This design comes from an exercise in tuning for small area and a short achievable clock period on the open sky130 flow, not from production work.
At most, simulation tests tie the RTL to the original design; equivalence was not proved.
The clock port is modelled as an ideal driver, which makes a skipped or thinned clock tree look cheaper than it is; a real chip needs a root buffer or a tree.
No activity file was given, so power comes from the tool's default toggle rates.

## run A
Design mul_radix2, start of the top module:
module mul_radix2 #(
    parameter int BIT_WIDTH = 32
) (
    input  logic        clk,
    input  logic        rst,
    input  logic        start,
    input  logic [3:0]  data_in,
    output logic [3:0]  data_out,
    output logic        data_out_valid,
    output logic        result_complete,
    output logic        ready
);
For scale: about 110 flip-flops, ~14 I/O pins, about 5400 µm² of cells after synthesis.
==> module mul_radix2, before the edit <==
module mul_radix2 #(
    parameter int BIT_WIDTH = 32
) (
    input  logic        clk,
    input  logic        rst,
    input  logic        start,
    input  logic [3:0]  data_in,
    output logic [3:0]  data_out,
    output logic        data_out_valid,
    output logic        result_complete,
    output logic        ready
);
    logic [2:0]  m;
    wire  s_idle = (ready & ~m[0]) | result_complete;
    wire  s_one  = ready & m[0];
    wire  s_recv = ~ready & ~data_out_valid;               
    wire  s_step = data_out_valid & ~result_complete;      
    always_ff @(posedge clk) begin
        if (rst) begin
            ready           <= 1'b1;
            data_out_valid  <= 1'b0;
            result_complete <= 1'b0;
            m               <= 3'd0;
        end else if (s_idle) begin
            ready           <= 1'b1;
            data_out_valid  <= 1'b0;
            result_complete <= 1'b0;
            m               <= {2'd0, start};
        end else if (s_one) begin
            ready           <= 1'b0;
            m               <= 3'd0;
        end else if (s_recv) begin
            if (m == 3'd7) data_out_valid <= 1'b1;
            m <= m + 3'd1;
        end else begin
            if (m == 3'd6) result_complete <= 1'b1;
            m <= m + 3'd1;
        end
    end
    wire a_en  = ~((s_recv & m[2] & m[1]) | s_step);
    wire stepn = (s_recv & m[2] & m[1]) | (s_step & ~(m[2] & m[1]));
    logic [31:0] a_n;      
    logic [27:0] s_reg, c_reg;
    logic        cin;
    logic        one0, two0, neg0, one1, two1, neg1;
    logic [3:0]  lr0;                 
    logic [1:0]  lr1;                 
    wire xm1   = neg1;
    wire [2:0] g0 = {data_in[1], data_in[0], xm1};
    wire [2:0] g1 = {data_in[3], data_in[2], data_in[1]};
    wire n_one0 = stepn & (g0[1] ^ g0[0]);
    wire n_two0 = stepn & ((g0[2] & ~g0[1] & ~g0[0]) | (~g0[2] & g0[1] & g0[0]));
    wire n_neg0 = stepn & g0[2];
    wire n_one1 = stepn & (g1[1] ^ g1[0]);
    wire n_two1 = stepn & ((g1[2] & ~g1[1] & ~g1[0]) | (~g1[2] & g1[1] & g1[0]));
    wire n_neg1 = stepn & g1[2];
    wire [32:0] a_ext = {~a_n, 1'b0};
    logic [3:0] n_lr0;
    logic [1:0] n_lr1;
    always_comb begin
        for (int i = 0; i < 4; i++)
            n_lr0[i] = ((n_one0 & a_ext[i+1]) | (n_two0 & a_ext[i])) ^ n_neg0;
        for (int i = 2; i < 4; i++)
            n_lr1[i-2] = ((n_one1 & a_ext[i-1]) | (n_two1 & a_ext[i-2])) ^ n_neg1;
    end
    always_ff @(posedge clk) begin
        if (a_en)
            a_n <= {~data_in, a_n[31:4]};
        one0 <= n_one0; two0 <= n_two0; neg0 <= n_neg0;
        one1 <= n_one1; two1 <= n_two1; neg1 <= n_neg1;
        lr0  <= n_lr0;
        lr1  <= n_lr1;
    end
    logic [31:0] r0, r1;
    always_comb begin
        r0[3:0] = lr0;
        for (int i = 4; i < 32; i++)
            r0[i] = ((one0 & a_ext[i+1]) | (two0 & a_ext[i])) ^ neg0;
        r1[0] = neg1;
        r1[1] = neg1;
        r1[3:2] = lr1;
        for (int i = 4; i < 32; i++)
            r1[i] = ((one1 & a_ext[i-1]) | (two1 & a_ext[i-2])) ^ neg1;
    end
    wire [31:0] s_in = {4'd0, s_reg};
    wire [31:0] c_in = {4'd0, c_reg};
    wire [31:0] x  = s_in ^ c_in ^ r0;
    wire [31:0] yc = (s_in & c_in) | (s_in & r0) | (c_in & r0);
    wire [31:0] y  = {yc[30:0], neg0};
    wire [31:0] s1 = x ^ y ^ r1;
    wire [31:0] cc = (x & y) | (x & r1) | (y & r1);
    wire [31:0] c1 = {cc[30:0], neg1};
    wire [4:0] nib = {1'b0, s1[3:0]} + {1'b0, c1[3:0]} + {4'd0, cin};
    always_ff @(posedge clk) begin
        s_reg    <= s1[31:4];
        c_reg    <= c1[31:4];
        cin      <= nib[4];
        data_out <= nib[3:0];
    end
endmodule
export LEC_CHECK = 0
export ABC_AREA = 1
export CAP_MARGIN = 20
export CORE_MARGIN = 2
export CORE_UTILIZATION = 60
export SLEW_MARGIN = 20
create_clock -name core_clock -period 10.0 [get_ports {clk}]
standard.sh (not shown) runs the stock make flow with config.mk's settings and CLKGATE_MAP_FILE= SYNTH_SCRIPT=/design/flow/synth_recipe.tcl, a recipe that flattens the netlist after the stock synthesis.
==> flow/flow/run.sh <==
#!/bin/bash
set -euo pipefail
export BUFFER_PORTS_ARGS="-buffer_cell sky130_fd_sc_hd__buf_2"
export CTS_ARGS="-sink_clustering_enable -repair_clock_nets -dont_use_dummy_load -buf_list sky130_fd_sc_hd__clkbuf_8"
export SETUP_SLACK_MARGIN=7.4
export POST_CTS_TCL="$(pwd)/flow/cts_post.tcl"
bash standard.sh > flow_standard.log 2>&1
Other scripts of this flow, unchanged in this note and not shown: flow/flow/cts_post.tcl
What run B does differently from run A at the input level:
-- flow/design.v --
<<< run A, line 41
    wire stepn = (s_recv & m[2] & m[1]) | (s_step & ~(m[2] & m[1]));
    logic [31:0] a_n;      
    logic [27:0] s_reg, c_reg;
    logic        cin;
    logic        one0, two0, neg0, one1, two1, neg1;
    logic [3:0]  lr0;                 
>>> run B, line 41
    wire stepn = (s_recv & m[2] & m[1]) | (s_step & ~(m[2] & m[1]));
    logic [31:0] a_n;      
    logic [27:0] s_reg;    
    logic [12:0] k_reg;    
    logic [1:0]  k0;       
    logic        one0, two0, neg0, one1, two1, neg1;
    logic [3:0]  lr0;                 
<<< run A, line 84
    end
    wire [31:0] s_in = {4'd0, s_reg};
    wire [31:0] c_in = {4'd0, c_reg};
    wire [31:0] x  = s_in ^ c_in ^ r0;
    wire [31:0] yc = (s_in & c_in) | (s_in & r0) | (c_in & r0);
    wire [31:0] y  = {yc[30:0], neg0};
    wire [31:0] s1 = x ^ y ^ r1;
    wire [31:0] cc = (x & y) | (x & r1) | (y & r1);
    wire [31:0] c1 = {cc[30:0], neg1};
    wire [4:0] nib = {1'b0, s1[3:0]} + {1'b0, c1[3:0]} + {4'd0, cin};
    always_ff @(posedge clk) begin
        s_reg    <= s1[31:4];
        c_reg    <= c1[31:4];
        cin      <= nib[4];
        data_out <= nib[3:0];
    end
>>> run B, line 85
    end
    wire [31:0] s_in = {4'd0, s_reg};
    wire [31:0] x  = s_in ^ r0 ^ r1;
    wire [31:0] yc = (s_in & r0) | (s_in & r1) | (r0 & r1);
    wire [31:0] y  = {yc[30:0], neg1};      
    wire [5:0] nib = {2'd0, x[3:0]} + {2'd0, y[3:0]} + {4'd0, ~k0} + {5'd0, neg0}
                   + {3'd0, ~k_reg[0], 2'd0};
    logic [31:4] sum;
    logic [13:0] bc;                        
    always_comb begin
        for (int j = 0; j < 14; j++) begin
            logic c;
            c = (j < 12) ? ~k_reg[j+1] : 1'b0;    
            sum[2*j+4] = x[2*j+4] ^ y[2*j+4] ^ c;
            c = (x[2*j+4] & y[2*j+4]) | (x[2*j+4] & c) | (y[2*j+4] & c);
            sum[2*j+5] = x[2*j+5] ^ y[2*j+5] ^ c;
            bc[j] = (x[2*j+5] & y[2*j+5]) | (x[2*j+5] & c) | (y[2*j+5] & c);
        end
    end
    always_ff @(posedge clk) begin
        s_reg    <= sum[31:4];
        k_reg    <= ~bc[12:0];
        k0       <= ~nib[5:4];
        data_out <= nib[3:0];
    end
Results
NOTE: relative contribution of sequential cells to total power in run B falls short of that of run A
Diff run A -> run B | routed wire length | up by a few percent
Status: final period utilization parity (run B, run A)
When run B is set beside run A, its met2 track utilization from global routing turns out to be 0.90 points larger.
All-layer global routing usage, run A and run B: smaller value in run A
Run A reports its end point of the critical path as lr0[3]$_DFF_P_ while run B reports lr0[1]$_DFF_P_.
For run B, only the layout was checked, not whether the RTL still works. No run of this note takes its clock network from TritonCTS; it comes from the design's own scripts or RTL.

==> what the ideal ports hide <==
Ports are ideal in the flow. The routed layouts listed here were re-timed in OpenROAD.
Step 1: set_driving_cell puts a clkbuf_16 on clk and a buf_2 on each other input, an assumption about the parent block.
Step 2 adds t to the input delays and takes it off the output delays; t is the mean of the earliest and latest rising clock arrival at the registers after step 1. Input paths then give back, and output paths get back, about the clock's delay inside the block.
Slacks: ideal ports / drivers / drivers and shift; pairs: ideal ports / drivers.
run | t, ns | setup WS [ns] | hold slack, ns | pins driven straight from the clock port
run A | 0.247 | 7.365 / 7.283 / 7.166 | 0.472 / 0.472 / 0.472 | 4
run B | 0.235 | 7.350 / 7.285 / 7.158 | 0.477 / 0.477 / 0.477 | 4
After both steps every run listed still meets setup and hold. The setup slack of run A, which loses most, moves by -0.082 ns with the drivers and by -0.199 ns with both steps.
